Background: an optimization exercise with open tools, aiming at small area and a short achievable clock period. Do not read the settings as production practice. At most, simulation tests tie the RTL to the original design; equivalence was not proved. Power is estimated from default activity; no workload was simulated.

==> flow/design.v <==
module cpu8(clk,rst,IR,Data_in,PC,MW_out,Address,Data_out,R0d,R1d,R2d,R3d,R4d,R5d,R6d,R7d);
input clk,rst;
input [15:0] IR;
input [7:0] Data_in;
output [7:0] PC;
output MW_out;
output [7:0] Address,Data_out,R0d,R1d,R2d,R3d,R4d,R5d,R6d,R7d;
reg [7:0] PC;
reg [7:0] R0d,R1d,R2d,R3d,R4d,R5d,R6d,R7d;
wire [2:0] DA = IR[8:6];
wire [2:0] AA = IR[5:3];
wire [2:0] BA = IR[2:0];
wire MB = IR[15];
wire MD = IR[13];
wire RW = ~IR[14];
wire MW = IR[14] & ~IR[15];
wire PL = IR[14] & IR[15];
wire JB = IR[13];
wire BC = IR[9];
wire [3:0] FS = {IR[12:10], ~PL & IR[9]};
reg [7:0] A, Bd;
always @(*) begin
	case (AA)
	3'd0: A = R0d; 3'd1: A = R1d; 3'd2: A = R2d; 3'd3: A = R3d;
	3'd4: A = R4d; 3'd5: A = R5d; 3'd6: A = R6d; default: A = R7d;
	endcase
	case (BA)
	3'd0: Bd = R0d; 3'd1: Bd = R1d; 3'd2: Bd = R2d; 3'd3: Bd = R3d;
	3'd4: Bd = R4d; 3'd5: Bd = R5d; 3'd6: Bd = R6d; default: Bd = R7d;
	endcase
end
wire [7:0] B = MB ? {5'b00000, IR[2:0]} : Bd;
wire [7:0] x1, x0;    
genvar gx;
generate for (gx = 0; gx < 8; gx = gx + 1) begin : xs
	if (gx < 3) begin : lo
		wire xk = IR[gx] ? (FS[3] | FS[1]) : (~FS[3] & FS[2]);    
		assign x1[gx] = MB ? xk : (FS[3] | FS[1]);
		assign x0[gx] = MB ? xk : (~FS[3] & FS[2]);
	end else begin : hi
		assign x1[gx] = MB ? (~FS[3] & FS[2]) : (FS[3] | FS[1]);
		assign x0[gx] = ~FS[3] & FS[2];
	end
end endgenerate
wire [7:0] X = (Bd & x1) | (~Bd & x0);
wire ci = FS[0];
wire [7:0] g = A & X;
wire [7:0] t = A | X;
wire [7:0] G1, T1, G2, T2, G3;
assign G1[0] = g[0] | (t[0] & ci);
assign T1[0] = 1'b0;
generate for (gx = 1; gx < 8; gx = gx + 1) begin : k1
	assign G1[gx] = g[gx] | (t[gx] & g[gx-1]);
	assign T1[gx] = t[gx] & t[gx-1];
end endgenerate
assign G2[0] = G1[0];
assign T2[0] = 1'b0;
assign G2[1] = G1[1] | (T1[1] & ci);
assign T2[1] = 1'b0;
generate for (gx = 2; gx < 8; gx = gx + 1) begin : k2
	assign G2[gx] = G1[gx] | (T1[gx] & G1[gx-2]);
	assign T2[gx] = T1[gx] & T1[gx-2];
end endgenerate
assign G3[1:0] = G2[1:0];
assign G3[3:2] = G2[3:2] | (T2[3:2] & {2{ci}});
generate for (gx = 4; gx < 8; gx = gx + 1) begin : k3
	assign G3[gx] = G2[gx] | (T2[gx] & G2[gx-4]);
end endgenerate
wire [7:0] c = {G3[6:0], ci};          
wire [7:0] S = A ^ (X ^ c);
wire [7:0] Bs = FS[1] ? (FS[0] ? 8'h00 : {B[6:0], 1'b0}) : (FS[0] ? {1'b0, B[7:1]} : B);
reg [7:0] L;
always @(*) begin
	case (FS[2:0])
	3'd0: L = g;           
	3'd1: L = t;           
	3'd2: L = t & ~g;      
	3'd3: L = ~A;
	default: L = Bs;
	endcase
end
wire [7:0] G = FS[3] ? L : S;
wire [7:0] BusD = MD ? Data_in : G;
wire WE = RW & ~rst;
always @(posedge clk) begin
	if (WE && DA == 3'd0) R0d <= BusD;
	if (WE && DA == 3'd1) R1d <= BusD;
	if (WE && DA == 3'd2) R2d <= BusD;
	if (WE && DA == 3'd3) R3d <= BusD;
	if (WE && DA == 3'd4) R4d <= BusD;
	if (WE && DA == 3'd5) R5d <= BusD;
	if (WE && DA == 3'd6) R6d <= BusD;
	if (WE && DA == 3'd7) R7d <= BusD;
end
assign MW_out = MW & ~rst;
assign Address = A;
assign Data_out = B;
wire [2:0] f = IR[12:10];
wire [2:0] K = IR[2:0];
reg [7:0] T8, MC;
always @(*) begin
	case ({f, K})
	6'd0: T8 = 8'h00;
	6'd1: T8 = 8'h00;
	6'd2: T8 = 8'h00;
	6'd3: T8 = 8'h00;
	6'd4: T8 = 8'h00;
	6'd5: T8 = 8'h00;
	6'd6: T8 = 8'h00;
	6'd7: T8 = 8'h00;
	6'd8: T8 = 8'h00;
	6'd9: T8 = 8'hff;
	6'd10: T8 = 8'hfe;
	6'd11: T8 = 8'hfd;
	6'd12: T8 = 8'hfc;
	6'd13: T8 = 8'hfb;
	6'd14: T8 = 8'hfa;
	6'd15: T8 = 8'hf9;
	6'd16: T8 = 8'h01;
	6'd17: T8 = 8'h02;
	6'd18: T8 = 8'h03;
	6'd19: T8 = 8'h04;
	6'd20: T8 = 8'h05;
	6'd21: T8 = 8'h06;
	6'd22: T8 = 8'h07;
	6'd23: T8 = 8'h08;
	6'd24: T8 = 8'h01;
	6'd25: T8 = 8'h01;
	6'd26: T8 = 8'h01;
	6'd27: T8 = 8'h01;
	6'd28: T8 = 8'h01;
	6'd29: T8 = 8'h01;
	6'd30: T8 = 8'h01;
	6'd31: T8 = 8'h01;
	6'd32: T8 = 8'h00;
	6'd33: T8 = 8'h00;
	6'd34: T8 = 8'h00;
	6'd35: T8 = 8'h00;
	6'd36: T8 = 8'h00;
	6'd37: T8 = 8'h00;
	6'd38: T8 = 8'h00;
	6'd39: T8 = 8'h00;
	6'd40: T8 = 8'h00;
	6'd41: T8 = 8'h01;
	6'd42: T8 = 8'h02;
	6'd43: T8 = 8'h03;
	6'd44: T8 = 8'h04;
	6'd45: T8 = 8'h05;
	6'd46: T8 = 8'h06;
	6'd47: T8 = 8'h07;
	6'd48: T8 = 8'h00;
	6'd49: T8 = 8'h00;
	6'd50: T8 = 8'h00;
	6'd51: T8 = 8'h00;
	6'd52: T8 = 8'h00;
	6'd53: T8 = 8'h00;
	6'd54: T8 = 8'h00;
	6'd55: T8 = 8'h00;
	6'd56: T8 = 8'h00;
	6'd57: T8 = 8'h00;
	6'd58: T8 = 8'h00;
	6'd59: T8 = 8'h00;
	6'd60: T8 = 8'h00;
	6'd61: T8 = 8'h00;
	6'd62: T8 = 8'h00;
	6'd63: T8 = 8'h00;
	endcase
	case ({f, K})
	6'd0: MC = 8'hfe;
	6'd1: MC = 8'hfc;
	6'd2: MC = 8'hf8;
	6'd3: MC = 8'hf0;
	6'd4: MC = 8'he0;
	6'd5: MC = 8'hc0;
	6'd6: MC = 8'h80;
	6'd7: MC = 8'h00;
	6'd8: MC = 8'h00;
	6'd9: MC = 8'h80;
	6'd10: MC = 8'hc0;
	6'd11: MC = 8'he0;
	6'd12: MC = 8'hf0;
	6'd13: MC = 8'hf8;
	6'd14: MC = 8'hfc;
	6'd15: MC = 8'hfe;
	6'd16: MC = 8'hfe;
	6'd17: MC = 8'hfc;
	6'd18: MC = 8'hf8;
	6'd19: MC = 8'hf0;
	6'd20: MC = 8'he0;
	6'd21: MC = 8'hc0;
	6'd22: MC = 8'h80;
	6'd23: MC = 8'h00;
	6'd24: MC = 8'hfe;
	6'd25: MC = 8'hfe;
	6'd26: MC = 8'hfe;
	6'd27: MC = 8'hfe;
	6'd28: MC = 8'hfe;
	6'd29: MC = 8'hfe;
	6'd30: MC = 8'hfe;
	6'd31: MC = 8'hfe;
	6'd32: MC = 8'hfe;
	6'd33: MC = 8'hfc;
	6'd34: MC = 8'hf8;
	6'd35: MC = 8'hf0;
	6'd36: MC = 8'he0;
	6'd37: MC = 8'hc0;
	6'd38: MC = 8'h80;
	6'd39: MC = 8'h00;
	6'd40: MC = 8'hfe;
	6'd41: MC = 8'hfe;
	6'd42: MC = 8'hfe;
	6'd43: MC = 8'hfe;
	6'd44: MC = 8'hfe;
	6'd45: MC = 8'hfe;
	6'd46: MC = 8'hfe;
	6'd47: MC = 8'hfe;
	6'd48: MC = 8'hfe;
	6'd49: MC = 8'hfc;
	6'd50: MC = 8'hf8;
	6'd51: MC = 8'hf0;
	6'd52: MC = 8'he0;
	6'd53: MC = 8'hc0;
	6'd54: MC = 8'h80;
	6'd55: MC = 8'h00;
	6'd56: MC = 8'hfe;
	6'd57: MC = 8'hfe;
	6'd58: MC = 8'hfe;
	6'd59: MC = 8'hfe;
	6'd60: MC = 8'hfe;
	6'd61: MC = 8'hfe;
	6'd62: MC = 8'hfe;
	6'd63: MC = 8'hfe;
	endcase
end
wire [7:0] Ad;
genvar gj;
generate for (gj = 0; gj < 8; gj = gj + 1) begin : dec
	assign Ad[gj] = (A[2:0] == gj);
end endgenerate
wire c3 = |(Ad & MC);
wire t0 = ~|A[6:3];
wire t1 = &A[6:3];
wire Zc = (A == T8);
reg Zb, Nb;
always @(*) begin
	case (f)
	3'd0, 3'd5: begin Zb = Zc; Nb = A[7]; end
	3'd1: begin Zb = Zc; Nb = A[7] ^ (c3 & t1); end
	3'd2, 3'd3: begin Zb = Zc; Nb = A[7] ^ (~c3 & t0); end
	3'd4: begin Zb = ((A[2:0] & K) == 3'd0); Nb = 1'b0; end
	default: begin Zb = (K == 3'd0); Nb = 1'b0; end
	endcase
end
wire jump = PL & JB;
wire branch = PL & ~JB & (BC ? Nb : Zb);
wire [7:0] ic;
assign ic[0] = 1'b1;
genvar gi;
generate for (gi = 1; gi < 8; gi = gi + 1) begin : inc
	assign ic[gi] = ic[gi-1] & PC[gi-1];
end endgenerate
wire [7:0] PC_inc = PC ^ ic;
wire [7:0] PC_br = PC + {2'b00, IR[8:6], IR[2:0]};
wire sj = ~rst & jump;
wire sb = ~rst & branch;
wire si = ~rst & ~jump & ~branch;
always @(posedge clk)
	PC <= ({8{sj}} & A) | ({8{sb}} & PC_br) | ({8{si}} & PC_inc);
endmodule
Settings: LEC_CHECK=0, CAP_MARGIN=20, CORE_MARGIN=2, CORE_UTILIZATION=40, SETUP_SLACK_MARGIN=2.5, SLEW_MARGIN=20; clock period 7.0 ns.
standard.sh (not shown) runs the stock make flow with config.mk's settings and CLKGATE_MAP_FILE= SYNTH_SCRIPT=/design/flow/synth_recipe.tcl, a recipe that flattens the netlist after the stock synthesis.
==> flow/flow/run.sh <==
#!/bin/bash
# Layout flow: the standard ORFS flow (standard.sh) with these changes:
#  - synthesis leaves adders to ABC (no half/full adder cell extraction), so
#    the carry logic is mapped for delay together with the rest; registers
#    are the same as in the standard synthesis
#  - plain buffers (not delay cells) on the ports; the smallest one on ports
#    driven straight by registers (R0d..R7d, PC)
#  - a clock tree of clkbuf_8 without dummy loads
# Every tool's output is in the ORFS logs under orfs/logs; make's in standard.log.
set -o pipefail
export ADDER_MAP_FILE=
export BUFFER_PORTS_ARGS="-buffer_cell sky130_fd_sc_hd__buf_2"
export POST_GLOBAL_PLACE_TCL=$(pwd)/flow/small_out_bufs.tcl
export CTS_ARGS="-sink_clustering_enable -repair_clock_nets -dont_use_dummy_load -buf_list sky130_fd_sc_hd__clkbuf_8"
bash standard.sh finish > standard.log 2>&1
==> flow/flow/small_out_bufs.tcl <==
# Ports fed straight from registers (R0d..R7d, PC) are not timing-critical:
# give them the smallest buffer instead of the one buffer_ports used.
set db [ord::get_db]
set block [ord::get_db_block]
set small [$db findMaster sky130_fd_sc_hd__buf_1]
set n 0
foreach bt [$block getBTerms] {
  if {![regexp {^(R[0-7]d|PC)\[} [$bt getName]]} { continue }
  set net [$bt getNet]
  if {$net eq "NULL"} { continue }
  foreach it [$net getITerms] {
    if {[$it isOutputSignal]} {
      set inst [$it getInst]
      if {[[$inst getMaster] getName] eq "sky130_fd_sc_hd__buf_2"} { $inst swapMaster $small; incr n }
    }
  }
}
puts "small_out_bufs: $n output buffers resized to buf_1"
==> next run, changes <==
--- a/flow/design.v
+++ b/flow/design.v
@@ -32,16 +32,16 @@
 wire [7:0] B = MB ? {5'b00000, IR[2:0]} : Bd;
 wire [7:0] x1, x0;    
 genvar gx;
 generate for (gx = 0; gx < 8; gx = gx + 1) begin : xs
 	if (gx < 3) begin : lo
-		wire xk = IR[gx] ? (FS[3] | FS[1]) : (~FS[3] & FS[2]);    
-		assign x1[gx] = MB ? xk : (FS[3] | FS[1]);
-		assign x0[gx] = MB ? xk : (~FS[3] & FS[2]);
+		wire xk = IR[gx] ? FS[1] : FS[2];    
+		assign x1[gx] = MB ? xk : FS[1];
+		assign x0[gx] = MB ? xk : FS[2];
 	end else begin : hi
-		assign x1[gx] = MB ? (~FS[3] & FS[2]) : (FS[3] | FS[1]);
-		assign x0[gx] = ~FS[3] & FS[2];
+		assign x1[gx] = MB ? FS[2] : FS[1];
+		assign x0[gx] = FS[2];
 	end
 end endgenerate
 wire [7:0] X = (Bd & x1) | (~Bd & x0);
 wire ci = FS[0];
 wire [7:0] g = A & X;
@@ -66,21 +66,24 @@
 generate for (gx = 4; gx < 8; gx = gx + 1) begin : k3
 	assign G3[gx] = G2[gx] | (T2[gx] & G2[gx-4]);
 end endgenerate
 wire [7:0] c = {G3[6:0], ci};          
 wire [7:0] S = A ^ (X ^ c);
+reg [3:0] tt;
+always @(*) begin
+	case (FS[1:0])
+	2'd0: tt = 4'b1000;    
+	2'd1: tt = 4'b1110;    
+	2'd2: tt = 4'b0110;    
+	default: tt = 4'b0011;  
+	endcase
+end
 wire [7:0] Bs = FS[1] ? (FS[0] ? 8'h00 : {B[6:0], 1'b0}) : (FS[0] ? {1'b0, B[7:1]} : B);
-reg [7:0] L;
-always @(*) begin
-	case (FS[2:0])
-	3'd0: L = g;           
-	3'd1: L = t;           
-	3'd2: L = t & ~g;      
-	3'd3: L = ~A;
-	default: L = Bs;
-	endcase
-end
+wire [7:0] L;
+generate for (gx = 0; gx < 8; gx = gx + 1) begin : lu
+	assign L[gx] = FS[2] ? Bs[gx] : tt[{A[gx], B[gx]}];
+end endgenerate
 wire [7:0] G = FS[3] ? L : S;
 wire [7:0] BusD = MD ? Data_in : G;
 wire WE = RW & ~rst;
 always @(posedge clk) begin
 	if (WE && DA == 3'd0) R0d <= BusD;
=> Final cell count stays flat. Hold slack is better by 0.013 ns. Synthesized area rose slightly. Sequential share of layout area fell by 0.43 points. Synthesized cell count fell slightly. Routed wire length rose by a few percent. Clock power rose slightly. First-iteration DRC count rose by roughly a tenth. Final area rose slightly. Worst setup slack is worse by 0.089 ns.
No functional check of the RTL was part of the first run of this note.

==> what the ideal ports hide <==
No port has a modelled driver above. Below, the same layouts with a new extraction and two added sets of constraints.
Step 1 assumes that a clkbuf_16 drives the clock port and a buf_2 every other input.
Step 2 also shifts input and output timing later by t, the mid clock arrival at the registers, as if the neighbouring blocks saw the same clock.
a / b / c = ideal ports / drivers / drivers and shift; a / b = the first two.
| run | t, ns | setup slack, ns | worst data-port slew with drivers (ns) |
|---|---|---|---|
| the first run | 0.371 | 2.613 / 2.585 / 2.290 | 0.06 |
| the second run | 0.376 | 2.525 / 2.495 / 2.228 | 0.06 |
After both steps setup and hold are still met in every run listed. For the first run, which loses most, drivers alone change the setup slack by -0.028 ns; drivers and shift together by -0.323 ns.
